Background: an optimization exercise with open tools, aiming at small area and a short achievable clock period. Do not read the settings as production practice.
Where RTL was checked, it was by simulation tests only, not by an equivalence proof against the original.

==> run K: inputs <==
==> flow/design.v <==
module CPU(clk,rst,data_out,instr_out,instr_read,data_read,instr_addr,data_addr,data_write,data_in);
input             clk;
input             rst;
input      [31:0] data_out;
input      [31:0] instr_out;
output            instr_read;
output     [31:0] instr_addr;
output            data_read;
output     [31:0] data_addr;
output     [3:0]  data_write;
output     [31:0] data_in;
assign instr_read = 1'b1;
wire [31:0] ins = instr_out;
wire [6:0]  op  = ins[6:0];
wire [2:0]  f3  = ins[14:12];
wire [4:0]  rd  = ins[11:7];
wire [4:0]  rs1 = ins[19:15];
wire [4:0]  rs2 = ins[24:20];
wire is_lui   = (op == 7'b0110111);
wire is_auipc = (op == 7'b0010111);
wire is_jal   = (op == 7'b1101111);
wire is_jalr  = (op == 7'b1100111);
wire is_br    = (op == 7'b1100011);
wire is_ld    = (op == 7'b0000011);
wire is_st    = (op == 7'b0100011);
wire is_opi   = (op == 7'b0010011);
wire is_op    = (op == 7'b0110011);
wire [31:0] imm_i = {{20{ins[31]}}, ins[31:20]};
wire [31:0] imm_s = {{20{ins[31]}}, ins[31:25], ins[11:7]};
wire [31:0] imm_b = {{20{ins[31]}}, ins[7], ins[30:25], ins[11:8], 1'b0};
wire [31:0] imm_u = {ins[31:12], 12'b0};
wire [31:0] imm_j = {{12{ins[31]}}, ins[19:12], ins[20], ins[30:21], 1'b0};
reg  [31:0] pc;
reg  [31:0] rf [1:31];    
reg  [31:1] valid;        
assign instr_addr = pc;
integer i;
reg [30:0] sel1, sel2;
always @(*) begin
    for (i = 1; i < 32; i = i + 1) begin
        sel1[i-1] = valid[i] & (rs1 == i);
        sel2[i-1] = valid[i] & (rs2 == i);
    end
end
wire [31:0] r1, r2;
genvar gb, ge;
generate for (gb = 0; gb < 32; gb = gb + 1) begin : rdbit
    wire [30:0] col;
    for (ge = 1; ge < 32; ge = ge + 1) begin : ent
        assign col[ge-1] = rf[ge][gb];
    end
    rdmux m1(.sel(sel1), .d(col), .y(r1[gb]));
    rdmux m2(.sel(sel2), .d(col), .y(r2[gb]));
end endgenerate
wire [31:0] addr;
add32 u_addr(.a(r1), .b(is_st ? imm_s : imm_i), .y(addr));
assign data_addr = addr;
wire [1:0] idx = addr[1:0];
wire [31:0] pc_rel;                      
add32s u_pcrel(.a(pc), .b(is_jal ? imm_j : (is_br ? imm_b : imm_u)), .y(pc_rel));
wire [31:0] pc4;
inc30 u_pc4(.a(pc[31:2]), .y(pc4[31:2]));
assign pc4[1:0] = pc[1:0];
wire [31:0] b   = is_opi ? imm_i : r2;
wire        sub = is_br | (f3 != 3'd0) | (is_op & ins[30]);
wire [31:0] alu;
wire        lt, ltu, eq;
alu u_alu(.a(r1), .b(b), .sub(sub), .f3(f3), .arith(ins[30]),
          .y(alu), .lt(lt), .ltu(ltu), .eq(eq));
reg cond;
always @(*) begin
    case (f3)
        3'd0: cond = eq;
        3'd1: cond = ~eq;
        3'd4: cond = lt;
        3'd5: cond = ~lt;
        3'd6: cond = ltu;
        3'd7: cond = ~ltu;
        default: cond = 1'b0;
    endcase
end
wire take = is_jal | is_jalr | (is_br & cond);
wire [31:0] target = is_jalr ? addr : pc_rel;
always @(posedge clk or posedge rst) begin
    if (rst) pc <= 32'd0;
    else     pc <= take ? target : pc4;
end
assign data_read = is_ld;
reg [3:0] strobe;
always @(*) begin
    strobe = 4'd0;
    if (is_st) begin
        case (f3)
            3'd0: strobe = 4'd1 << idx;
            3'd1: strobe = (idx == 2'd0) ? 4'b0011 : 4'b1100;
            3'd2: strobe = 4'b1111;
            default: strobe = 4'd0;
        endcase
    end
end
assign data_write = strobe;
assign data_in[7:0]   = r2[7:0];
assign data_in[15:8]  = (f3[1] | f3[0]) ? r2[15:8] : r2[7:0];
assign data_in[23:16] = f3[1] ? r2[23:16] : r2[7:0];
assign data_in[31:24] = f3[1] ? r2[31:24] : (f3[0] ? r2[15:8] : r2[7:0]);
wire [31:0] ldata;
ldalign u_ld(.d(data_out), .idx(idx), .f3(f3), .y(ldata));
wire we = is_op | is_opi | is_ld | is_auipc | is_lui | is_jal | is_jalr;
reg [31:0] wd;
always @(*) begin
    if (is_ld)                 wd = ldata;
    else if (is_jal | is_jalr) wd = pc4;
    else if (is_lui)           wd = imm_u;
    else if (is_auipc)         wd = pc_rel;
    else                       wd = alu;
end
always @(posedge clk) begin
    for (i = 1; i < 32; i = i + 1)
        if (we && rd == i) rf[i] <= wd;
end
always @(posedge clk or posedge rst) begin
    if (rst) valid <= 31'd0;
    else begin
        for (i = 1; i < 32; i = i + 1)
            if (we && rd == i) valid[i] <= 1'b1;
    end
end
endmodule
module alu(a, b, sub, f3, arith, y, lt, ltu, eq);
input  [31:0] a, b;
input         sub;
input  [2:0]  f3;
input         arith;
output reg [31:0] y;
output        lt, ltu, eq;
wire [32:0] as  = {1'b0, a} + {1'b0, b ^ {32{sub}}} + {32'd0, sub};
wire [31:0] sum = as[31:0];
assign ltu = ~as[32];
assign lt  = (a[31] ^ b[31]) ? a[31] : sum[31];
assign eq  = (sum == 32'd0);
wire [31:0] sh;
shifter u_sh(.a(a), .shamt(b[4:0]), .left(~f3[2]), .arith(arith), .y(sh));
always @(*) begin
    case (f3)
        3'd0: y = sum;
        3'd1: y = sh;
        3'd2: y = {31'd0, lt};
        3'd3: y = {31'd0, ltu};
        3'd4: y = a ^ b;
        3'd5: y = sh;
        3'd6: y = a | b;
        default: y = a & b;
    endcase
end
endmodule
module shifter(a, shamt, left, arith, y);
input  [31:0] a;
input  [4:0]  shamt;
input         left, arith;
output reg [31:0] y;
reg [31:0] x;
integer i;
wire fill = arith & a[31] & ~left;
always @(*) begin
    for (i = 0; i < 32; i = i + 1) x[i] = left ? a[31-i] : a[i];
end
wire [31:0] r = $signed({fill, x}) >>> shamt;
always @(*) begin
    for (i = 0; i < 32; i = i + 1) y[i] = left ? r[31-i] : r[i];
end
endmodule
module add32(a, b, y);
input  [31:0] a, b;
output [31:0] y;
assign y = a + b;
endmodule
module add32s(a, b, y);
input  [31:0] a, b;
output [31:0] y;
assign y = a + b;
endmodule
module inc30(a, y);
input  [29:0] a;
output [29:0] y;
assign y = a + 30'd1;
endmodule
module ldalign(d, idx, f3, y);
input  [31:0] d;
input  [1:0]  idx;
input  [2:0]  f3;
output reg [31:0] y;
reg [7:0]  lbyte;
reg [15:0] lhalf;
always @(*) begin
    case (idx)
        2'd0: lbyte = d[7:0];
        2'd1: lbyte = d[15:8];
        2'd2: lbyte = d[23:16];
        default: lbyte = d[31:24];
    endcase
    lhalf = (idx == 2'd0) ? d[15:0] : d[31:16];
    case (f3)
        3'd0: y = {{24{lbyte[7]}}, lbyte};
        3'd4: y = {24'd0, lbyte};
        3'd1: y = {{16{lhalf[15]}}, lhalf};
        3'd5: y = {16'd0, lhalf};
        3'd2: y = d;
        default: y = 32'd0;
    endcase
end
endmodule
module rdmux(sel, d, y);
input  [30:0] sel;
input  [30:0] d;
output        y;
wire [10:0] n;
genvar k;
generate for (k = 0; k < 10; k = k + 1) begin : grp
    aoi3 u(.a0(sel[3*k]), .b0(d[3*k]), .a1(sel[3*k+1]), .b1(d[3*k+1]),
           .a2(sel[3*k+2]), .b2(d[3*k+2]), .y(n[k]));
end endgenerate
assign n[10] = ~(sel[30] & d[30]);
assign y = ~(&n);
endmodule
module aoi3(a0, b0, a1, b1, a2, b2, y);
input a0, b0, a1, b1, a2, b2;
output y;
assign y = ~((a0 & b0) | (a1 & b1) | (a2 & b2));
endmodule
==> flow/run.sh <==
#!/bin/bash
# synth_recipe.tcl (not shown) runs the flow's synth.tcl, then flattens the netlist and writes it again
# the make line also repeats each setting of config.mk as NAME=value (left out here)
make -C /OpenROAD-flow-scripts/flow DESIGN_CONFIG=/design/flow/config.mk WORK_HOME=/design/flow/orfs CLKGATE_MAP_FILE= SYNTH_SCRIPT=/design/flow/synth_recipe.tcl finish
==> flow/config.mk <==
export PLATFORM = sky130hd
export DESIGN_NAME = CPU
export DESIGN_NICKNAME = CPU
export VERILOG_FILES = /design/flow/design.v
export SDC_FILE = /design/flow/constraint.sdc
export NUM_CORES = 4
export LEC_CHECK = 0
export CAP_MARGIN = 20
export CORE_MARGIN = 2
export CORE_UTILIZATION = 30
export PLACE_DENSITY = 0.5
export SETUP_SLACK_MARGIN = 4
export SLEW_MARGIN = 20
export SYNTH_HIERARCHICAL = 1
==> flow/constraint.sdc <==
create_clock -name core_clock -period 12.0 [get_ports {clk}]
set_input_delay 2.4000 -clock core_clock [delete_from_list [all_inputs] [get_ports {clk}]]
set_output_delay 2.4000 -clock core_clock [all_outputs]
set_load 0.01 [all_outputs]
==> run X (differences from run K) <==
==> flow/design.v, changed modules only <==
module CPU(clk,rst,data_out,instr_out,instr_read,data_read,instr_addr,data_addr,data_write,data_in);
input             clk;
input             rst;
input      [31:0] data_out;
input      [31:0] instr_out;
output            instr_read;
output     [31:0] instr_addr;
output            data_read;
output     [31:0] data_addr;
output     [3:0]  data_write;
output     [31:0] data_in;
assign instr_read = 1'b1;
wire [31:0] ins = instr_out;
wire [6:0]  op  = ins[6:0];
wire [2:0]  f3  = ins[14:12];
wire [4:0]  rd  = ins[11:7];
wire [4:0]  rs1 = ins[19:15];
wire [4:0]  rs2 = ins[24:20];
wire is_lui   = (op == 7'b0110111);
wire is_auipc = (op == 7'b0010111);
wire is_jal   = (op == 7'b1101111);
wire is_jalr  = (op == 7'b1100111);
wire is_br    = (op == 7'b1100011);
wire is_ld    = (op == 7'b0000011);
wire is_st    = (op == 7'b0100011);
wire is_opi   = (op == 7'b0010011);
wire is_op    = (op == 7'b0110011);
wire [31:0] imm_i = {{20{ins[31]}}, ins[31:20]};
wire [31:0] imm_s = {{20{ins[31]}}, ins[31:25], ins[11:7]};
wire [31:0] imm_b = {{20{ins[31]}}, ins[7], ins[30:25], ins[11:8], 1'b0};
wire [31:0] imm_u = {ins[31:12], 12'b0};
wire [31:0] imm_j = {{12{ins[31]}}, ins[19:12], ins[20], ins[30:21], 1'b0};
reg  [31:0] pc;
reg  [31:0] rf [1:31];    
reg  [31:1] valid;        
assign instr_addr = pc;
reg [31:0] r1, r2;
integer i;
always @(*) begin
    r1 = 32'd0;
    r2 = 32'd0;
    for (i = 1; i < 32; i = i + 1) begin
        r1 = r1 | ({32{valid[i] && rs1 == i}} & rf[i]);
        r2 = r2 | ({32{valid[i] && rs2 == i}} & rf[i]);
    end
end
wire [31:0] addr = r1 + (is_st ? imm_s : imm_i);
assign data_addr = addr;
wire [1:0] idx = addr[1:0];
wire [31:0] pc_imm = is_jal ? imm_j : (is_br ? imm_b : imm_u);
wire [31:0] pc_rel = pc + pc_imm;       
wire [31:0] pc4    = pc + 32'd4;
wire [31:0] b   = is_opi ? imm_i : r2;
wire        sub = is_br | (f3 != 3'd0) | (is_op & ins[30]);
wire [32:0] as  = {1'b0, r1} + {1'b0, b ^ {32{sub}}} + {32'd0, sub};
wire [31:0] sum = as[31:0];
wire        ltu = ~as[32];
wire        lt  = (r1[31] ^ b[31]) ? r1[31] : sum[31];
wire        eq  = (sum == 32'd0);
wire [4:0]  shamt = b[4:0];
wire        shl   = ~f3[2];
wire        sfill = ins[30] & r1[31] & f3[2];
reg  [31:0] sh_in, sh_out_r;
always @(*) begin
    for (i = 0; i < 32; i = i + 1) sh_in[i] = shl ? r1[31-i] : r1[i];
end
wire [31:0] sh_r = $signed({sfill, sh_in}) >>> shamt;
always @(*) begin
    for (i = 0; i < 32; i = i + 1) sh_out_r[i] = shl ? sh_r[31-i] : sh_r[i];
end
reg [31:0] alu;
always @(*) begin
    case (f3)
        3'd0: alu = sum;
        3'd1: alu = sh_out_r;
        3'd2: alu = {31'd0, lt};
        3'd3: alu = {31'd0, ltu};
        3'd4: alu = r1 ^ b;
        3'd5: alu = sh_out_r;
        3'd6: alu = r1 | b;
        default: alu = r1 & b;
    endcase
end
reg cond;
always @(*) begin
    case (f3)
        3'd0: cond = eq;
        3'd1: cond = ~eq;
        3'd4: cond = lt;
        3'd5: cond = ~lt;
        3'd6: cond = ltu;
        3'd7: cond = ~ltu;
        default: cond = 1'b0;
    endcase
end
wire take = is_jal | is_jalr | (is_br & cond);
wire [31:0] target = is_jalr ? addr : pc_rel;
always @(posedge clk or posedge rst) begin
    if (rst) pc <= 32'd0;
    else     pc <= take ? target : pc4;
end
assign data_read = is_ld;
reg [3:0] strobe;
always @(*) begin
    strobe = 4'd0;
    if (is_st) begin
        case (f3)
            3'd0: strobe = 4'd1 << idx;
            3'd1: strobe = (idx == 2'd0) ? 4'b0011 : 4'b1100;
            3'd2: strobe = 4'b1111;
            default: strobe = 4'd0;
        endcase
    end
end
assign data_write = strobe;
assign data_in[7:0]   = r2[7:0];
assign data_in[15:8]  = (f3[1] | f3[0]) ? r2[15:8] : r2[7:0];
assign data_in[23:16] = f3[1] ? r2[23:16] : r2[7:0];
assign data_in[31:24] = f3[1] ? r2[31:24] : (f3[0] ? r2[15:8] : r2[7:0]);
reg [31:0] ldata;
reg [7:0]  lbyte;
reg [15:0] lhalf;
always @(*) begin
    case (idx)
        2'd0: lbyte = data_out[7:0];
        2'd1: lbyte = data_out[15:8];
        2'd2: lbyte = data_out[23:16];
        default: lbyte = data_out[31:24];
    endcase
    lhalf = (idx == 2'd0) ? data_out[15:0] : data_out[31:16];
    case (f3)
        3'd0: ldata = {{24{lbyte[7]}}, lbyte};
        3'd4: ldata = {24'd0, lbyte};
        3'd1: ldata = {{16{lhalf[15]}}, lhalf};
        3'd5: ldata = {16'd0, lhalf};
        3'd2: ldata = data_out;
        default: ldata = 32'd0;
    endcase
end
wire we = is_op | is_opi | is_ld | is_auipc | is_lui | is_jal | is_jalr;
reg [31:0] wd;
always @(*) begin
    if (is_ld)                wd = ldata;
    else if (is_jal | is_jalr) wd = pc4;
    else if (is_lui)          wd = imm_u;
    else if (is_auipc)        wd = pc_rel;
    else                      wd = alu;
end
always @(posedge clk) begin
    for (i = 1; i < 32; i = i + 1)
        if (we && rd == i) rf[i] <= wd;
end
always @(posedge clk or posedge rst) begin
    if (rst) valid <= 31'd0;
    else begin
        for (i = 1; i < 32; i = i + 1)
            if (we && rd == i) valid[i] <= 1'b1;
    end
end
endmodule
// module alu removed
// module shifter removed
// module add32 removed
// module add32s removed
// module inc30 removed
// module ldalign removed
// module rdmux removed
// module aoi3 removed
--- a/flow/config.mk
+++ b/flow/config.mk
@@ -9,6 +9,5 @@
 export CORE_MARGIN = 2
 export CORE_UTILIZATION = 30
 export PLACE_DENSITY = 0.5
-export SETUP_SLACK_MARGIN = 4
+export SETUP_SLACK_MARGIN = 0.5
 export SLEW_MARGIN = 20
-export SYNTH_HIERARCHICAL = 1
==> results.json <==
{
  "synth_warnings": 11,
  "netlist_instances": 4401,
  "worstRegToRegCells": 25,
  "grtUsageMet1_pct": 38.25,
  "crit_end": "data_addr[26]",
  "grt_pass1_wl_um": 413400,
  "seq_area_frac_synth_pct": 54.90,
  "placed_cell_area_um2": 63150,
  "status": "no timing/DRC/antenna violations",
  "design_area_um2": 75330
}
# the run above: run K

==> results.json <==
{
  "worstRegToRegCells": 26,
  "synth_warnings": 2,
  "grtUsageMet1_pct": 46.22,
  "grt_pass1_wl_um": 508400,
  "design_area_um2": 70780,
  "seq_area_frac_synth_pct": 53.13,
  "crit_end": "data_addr[31]",
  "status": "no timing/DRC/antenna violations"
}
# the run above: run X

No functional check of the RTL was part of any run of this note.


==> try-pepper <==
Another version of the RTL of CPU (not shown whole).
==> module CPU, before the edit <==
module CPU(clk,rst,data_out,instr_out,instr_read,data_read,instr_addr,data_addr,data_write,data_in);
input             clk;
input             rst;
input      [31:0] data_out;
input      [31:0] instr_out;
output            instr_read;
output     [31:0] instr_addr;
output            data_read;
output     [31:0] data_addr;
output     [3:0]  data_write;
output     [31:0] data_in;
assign instr_read = 1'b1;
wire [31:0] ins = instr_out;
wire [6:0]  op  = ins[6:0];
wire [2:0]  f3  = ins[14:12];
wire [4:0]  rd  = ins[11:7];
wire [4:0]  rs1 = ins[19:15];
wire [4:0]  rs2 = ins[24:20];
wire is_lui   = (op == 7'b0110111);
wire is_auipc = (op == 7'b0010111);
wire is_jal   = (op == 7'b1101111);
wire is_jalr  = (op == 7'b1100111);
wire is_br    = (op == 7'b1100011);
wire is_ld    = (op == 7'b0000011);
wire is_st    = (op == 7'b0100011);
wire is_opi   = (op == 7'b0010011);
wire is_op    = (op == 7'b0110011);
wire [31:0] imm_i = {{20{ins[31]}}, ins[31:20]};
wire [31:0] imm_s = {{20{ins[31]}}, ins[31:25], ins[11:7]};
wire [31:0] imm_b = {{20{ins[31]}}, ins[7], ins[30:25], ins[11:8], 1'b0};
wire [31:0] imm_u = {ins[31:12], 12'b0};
wire [31:0] imm_j = {{12{ins[31]}}, ins[19:12], ins[20], ins[30:21], 1'b0};
reg  [31:0] pc;
reg  [31:0] rf [1:31];    
reg  [31:1] valid;        
assign instr_addr = pc;
integer i;
reg [30:0] sel1, sel2;
always @(*) begin
    for (i = 1; i < 32; i = i + 1) begin
        sel1[i-1] = valid[i] & (rs1 == i);
        sel2[i-1] = valid[i] & (rs2 == i);
    end
end
wire [31:0] r1, r2;
genvar gb, ge;
generate for (gb = 0; gb < 32; gb = gb + 1) begin : rdbit
    wire [30:0] col;
    for (ge = 1; ge < 32; ge = ge + 1) begin : ent
        assign col[ge-1] = rf[ge][gb];
    end
    rdmux m1(.sel(sel1), .d(col), .y(r1[gb]));
    rdmux m2(.sel(sel2), .d(col), .y(r2[gb]));
end endgenerate
wire [31:0] addr;
addr_add u_addr(.a(r1), .imm(is_st ? {ins[31:25], ins[11:7]} : ins[31:20]), .y(addr));
assign data_addr = addr;
wire [1:0] idx = addr[1:0];
wire [31:0] pc_rel;                      
add32s u_pcrel(.a(pc), .b(is_jal ? imm_j : (is_br ? imm_b : imm_u)), .y(pc_rel));
wire [31:0] pc4;
inc30 u_pc4(.a(pc[31:2]), .y(pc4[31:2]));
assign pc4[1:0] = pc[1:0];
wire        eq, lt, ltu, lti, ltiu;
brcmp  u_cmp(.a(r1), .b(r2), .eq(eq), .lt(lt), .ltu(ltu));
immcmp u_icmp(.a(r1), .imm(ins[31:20]), .lt(lti), .ltu(ltiu));
wire [31:0] alu;
alu u_alu(.a(r1), .r2(r2), .imm(imm_i), .addi(addr), .isimm(is_opi),
          .sub(is_op & ins[30]), .f3(f3), .arith(ins[30]),
          .lt(is_opi ? lti : lt), .ltu(is_opi ? ltiu : ltu), .y(alu));
reg cond;
always @(*) begin
    case (f3)
        3'd0: cond = eq;
        3'd1: cond = ~eq;
        3'd4: cond = lt;
        3'd5: cond = ~lt;
        3'd6: cond = ltu;
        3'd7: cond = ~ltu;
        default: cond = 1'b0;
    endcase
end
wire take = is_jal | is_jalr | (is_br & cond);
wire [31:0] target = is_jalr ? addr : pc_rel;
always @(posedge clk or posedge rst) begin
    if (rst) pc <= 32'd0;
    else     pc <= take ? target : pc4;
end
assign data_read = is_ld;
reg [3:0] strobe;
always @(*) begin
    strobe = 4'd0;
    if (is_st) begin
        case (f3)
            3'd0: strobe = 4'd1 << idx;
            3'd1: strobe = (idx == 2'd0) ? 4'b0011 : 4'b1100;
            3'd2: strobe = 4'b1111;
            default: strobe = 4'd0;
        endcase
    end
end
assign data_write = strobe;
assign data_in[7:0]   = r2[7:0];
assign data_in[15:8]  = (f3[1] | f3[0]) ? r2[15:8] : r2[7:0];
assign data_in[23:16] = f3[1] ? r2[23:16] : r2[7:0];
assign data_in[31:24] = f3[1] ? r2[31:24] : (f3[0] ? r2[15:8] : r2[7:0]);
wire [31:0] ldata;
ldalign u_ld(.d(data_out), .idx(idx), .f3(f3), .y(ldata));
wire we = is_op | is_opi | is_ld | is_auipc | is_lui | is_jal | is_jalr;
reg [31:0] wd;
always @(*) begin
    if (is_ld)                 wd = ldata;
    else if (is_jal | is_jalr) wd = pc4;
    else if (is_lui)           wd = imm_u;
    else if (is_auipc)         wd = pc_rel;
    else                       wd = alu;
end
always @(posedge clk) begin
    for (i = 1; i < 32; i = i + 1)
        if (we && rd == i) rf[i] <= wd;
end
always @(posedge clk or posedge rst) begin
    if (rst) valid <= 31'd0;
    else begin
        for (i = 1; i < 32; i = i + 1)
            if (we && rd == i) valid[i] <= 1'b1;
    end
end
endmodule
==> module alu, before the edit <==
module alu(a, r2, imm, addi, isimm, sub, f3, arith, lt, ltu, y);
input  [31:0] a, r2, imm, addi;
input         isimm, sub;
input  [2:0]  f3;
input         arith, lt, ltu;
output reg [31:0] y;
wire [31:0] b   = isimm ? imm : r2;
wire [31:0] sum = a + (r2 ^ {32{sub}}) + {31'd0, sub};
wire [31:0] shn;
shifter u_sh(.a(a), .shamt(b[4:0]), .left(~f3[2]), .arith(arith), .yn(shn));
wire [31:0] sh = ~shn;
always @(*) begin
    case (f3)
        3'd0: y = isimm ? addi : sum;
        3'd1: y = sh;
        3'd2: y = {31'd0, lt};
        3'd3: y = {31'd0, ltu};
        3'd4: y = a ^ b;
        3'd5: y = sh;
        3'd6: y = a | b;
        default: y = a & b;
    endcase
end
endmodule
make LEC_CHECK=0 CAP_MARGIN=20 CORE_MARGIN=2 CORE_UTILIZATION=35 CTS_BUF_LIST=sky130_fd_sc_hd__clkbuf_8 PLACE_DENSITY=0.6 SETUP_SLACK_MARGIN=3 SLEW_MARGIN=20 SYNTH_HIERARCHICAL=1 finish   # period 12.0 ns
run.sh (not shown) runs the stock make flow with config.mk's settings and CLKGATE_MAP_FILE= SYNTH_SCRIPT=/design/flow/synth_recipe.tcl, a recipe that flattens the netlist after the stock synthesis.
==> inputs of try-garnet, as changes to try-pepper <==
--- a/flow/design.v
+++ b/flow/design.v
@@ -1008,8 +1008,9 @@
 brcmp  u_cmp(.a(r1), .b(r2), .eq(eq), .lt(lt), .ltu(ltu));
 immcmp u_icmp(.a(r1), .imm(ins[31:20]), .lt(lti), .ltu(ltiu));
-wire [31:0] alu;
-alu u_alu(.a(r1), .r2(r2), .imm(imm_i), .addi(addr), .isimm(is_opi),
+wire [31:0] sum, sh, lg;
+alu u_alu(.a(r1), .r2(r2), .imm(imm_i), .isimm(is_opi),
           .sub(is_op & ins[30]), .f3(f3), .arith(ins[30]),
-          .lt(is_opi ? lti : lt), .ltu(is_opi ? ltiu : ltu), .y(alu));
+          .lt(is_opi ? lti : lt), .ltu(is_opi ? ltiu : ltu),
+          .sum(sum), .sh(sh), .lg(lg));
 reg cond;
 always @(*) begin
@@ -1051,12 +1052,15 @@
 ldalign u_ld(.d(data_out), .idx(idx), .f3(f3), .y(ldata));
 wire we = is_op | is_opi | is_ld | is_auipc | is_lui | is_jal | is_jalr;
-reg [31:0] wd;
-always @(*) begin
-    if (is_ld)                 wd = ldata;
-    else if (is_jal | is_jalr) wd = pc4;
-    else if (is_lui)           wd = imm_u;
-    else if (is_auipc)         wd = pc_rel;
-    else                       wd = alu;
-end
+wire is_alu = is_op | is_opi;
+wire s_sh   = is_alu & (f3 == 3'd1 || f3 == 3'd5);
+wire s_sum  = is_op  & (f3 == 3'd0);
+wire s_addi = is_opi & (f3 == 3'd0);
+wire s_lg   = is_alu & (f3 != 3'd0) & (f3 != 3'd1) & (f3 != 3'd5);
+wire [31:0] rest = ({32{is_ld}} & ldata) | ({32{is_jal | is_jalr}} & pc4) |
+                   ({32{is_lui}} & imm_u) | ({32{is_auipc}} & pc_rel) |
+                   ({32{s_lg}} & lg);
+wire [31:0] wd;
+wbsel u_wb(.s_sh(s_sh), .sh(sh), .s_sum(s_sum), .sum(sum), .s_addi(s_addi),
+           .addi(addr), .rest(rest), .y(wd));
 always @(posedge clk) begin
     for (i = 1; i < 32; i = i + 1)
@@ -1071,28 +1075,39 @@
 end
 endmodule
-module alu(a, r2, imm, addi, isimm, sub, f3, arith, lt, ltu, y);
-input  [31:0] a, r2, imm, addi;
+module alu(a, r2, imm, isimm, sub, f3, arith, lt, ltu, sum, sh, lg);
+input  [31:0] a, r2, imm;
 input         isimm, sub;
 input  [2:0]  f3;
 input         arith, lt, ltu;
-output reg [31:0] y;
-wire [31:0] b   = isimm ? imm : r2;
-wire [31:0] sum = a + (r2 ^ {32{sub}}) + {31'd0, sub};
+output [31:0] sum;       
+output [31:0] sh;        
+output reg [31:0] lg;    
+wire [31:0] b = isimm ? imm : r2;
+assign sum = a + (r2 ^ {32{sub}}) + {31'd0, sub};
 wire [31:0] shn;
 shifter u_sh(.a(a), .shamt(b[4:0]), .left(~f3[2]), .arith(arith), .yn(shn));
-wire [31:0] sh = ~shn;
+assign sh = ~shn;
 always @(*) begin
     case (f3)
-        3'd0: y = isimm ? addi : sum;
-        3'd1: y = sh;
-        3'd2: y = {31'd0, lt};
-        3'd3: y = {31'd0, ltu};
-        3'd4: y = a ^ b;
-        3'd5: y = sh;
-        3'd6: y = a | b;
-        default: y = a & b;
+        3'd2: lg = {31'd0, lt};
+        3'd3: lg = {31'd0, ltu};
+        3'd4: lg = a ^ b;
+        3'd6: lg = a | b;
+        default: lg = a & b;
     endcase
 end
 endmodule
+module wbsel(s_sh, sh, s_sum, sum, s_addi, addi, rest, y);
+input         s_sh, s_sum, s_addi;
+input  [31:0] sh, sum, addi, rest;
+output [31:0] y;
+wire [31:0] n1, n2, n3;
+genvar k;
+generate for (k = 0; k < 32; k = k + 1) begin : g
+    c_aoi22 a1(.a(s_sh), .b(sh[k]), .c(s_sum), .d(sum[k]), .y(n1[k]));
+    c_aoi21 a2(.a(s_addi), .b(addi[k]), .c(rest[k]), .y(n2[k]));
+    c_nand2 o(.a(n1[k]), .b(n2[k]), .y(y[k]));
+end endgenerate
+endmodule
 module brcmp(a, b, eq, lt, ltu);
 input  [31:0] a, b;
--- a/flow/config.mk
+++ b/flow/config.mk
@@ -8,8 +8,8 @@
 export CAP_MARGIN = 20
 export CORE_MARGIN = 2
-export CORE_UTILIZATION = 35
+export CORE_UTILIZATION = 30
 export CTS_BUF_LIST = sky130_fd_sc_hd__clkbuf_8
-export PLACE_DENSITY = 0.6
-export SETUP_SLACK_MARGIN = 3
+export PLACE_DENSITY = 0.5
+export SETUP_SLACK_MARGIN = 4
 export SLEW_MARGIN = 20
 export SYNTH_HIERARCHICAL = 1
==> inputs of try-amber, as changes to try-pepper <==
--- a/flow/config.mk
+++ b/flow/config.mk
@@ -8,7 +8,6 @@
 export CAP_MARGIN = 20
 export CORE_MARGIN = 2
-export CORE_UTILIZATION = 35
-export CTS_BUF_LIST = sky130_fd_sc_hd__clkbuf_8
-export PLACE_DENSITY = 0.6
+export CORE_UTILIZATION = 30
+export PLACE_DENSITY = 0.5
 export SETUP_SLACK_MARGIN = 3
 export SLEW_MARGIN = 20
==> summary.txt <==
Die X-Extent=between 400 and 500 um; f_max=~110 MHz; first-pass GRT wire length=around 370 mm; Detailed Route Iter0 Violations=~12000; status=no timing/DRC/antenna violations
the above is filed under try-amber

==> summary.txt <==
status=no timing/DRC/antenna violations; Detailed Route Iter0 Violations=11600; cts-stage hold buffer count=0; first-pass GRT wire length=391 mm; fraction of area in multi-input gates=around 37%; R2R cell count=18; met3 Usage GRT=between 10% and 20%; Die X-Extent=around 440 um
the above is filed under try-garnet

==> summary.txt <==
status=no timing/DRC/antenna violations; first-pass GRT wire length=approximately 360 mm; async set or reset register ratio after synthesis=under 10%; Final min period=~9.2 ns; Die X-Extent=between 400 and 500 um; Crit path required time=between 10 and 15 ns; Detailed Route Iter0 Violations=between 10000 and 15000
the above is filed under try-pepper

## separate check: timing with driven ports
How much do the figures lean on ideal ports? The routed layouts below were timed once more, with nothing changed but the port constraints.
Step 1 (the two cells are an assumption about what drives the block):
set clk [get_ports {clk}]
set_driving_cell -lib_cell sky130_fd_sc_hd__clkbuf_16 $clk
set_driving_cell -lib_cell sky130_fd_sc_hd__buf_2 [delete_from_list [all_inputs] $clk]
Step 2 adds t to the input delays and takes it off the output delays; t is the mean of the earliest and latest rising clock arrival at the registers after step 1. Input paths then give back, and output paths get back, about the clock's delay inside the block.
Slacks: ideal ports / drivers / drivers and shift; pairs: ideal ports / drivers.
run | t, ns | setup WS [ns] | latest minus earliest clock arrival (ns) | worst data-port slew with drivers (ns)
run K | 0.836 | 2.555 / 2.414 / 2.414 | 0.077 / 0.077 | 0.23
run X | 0.875 | 0.646 / 0.624 / 0.624 | 0.076 / 0.075 | 0.07
try-pepper | 0.984 | 2.824 / 2.758 / 1.870 | 0.059 / 0.060 | 0.14
try-garnet | 1.014 | 3.306 / 3.124 / 2.813 | 0.110 / 0.110 | 0.24
try-amber | 0.837 | 2.676 / 2.636 / 2.045 | 0.099 / 0.100 | 0.20
After both steps setup and hold are still met in every run listed. The setup slack of try-pepper, which loses most, moves by -0.066 ns with the drivers and by -0.954 ns with both steps.
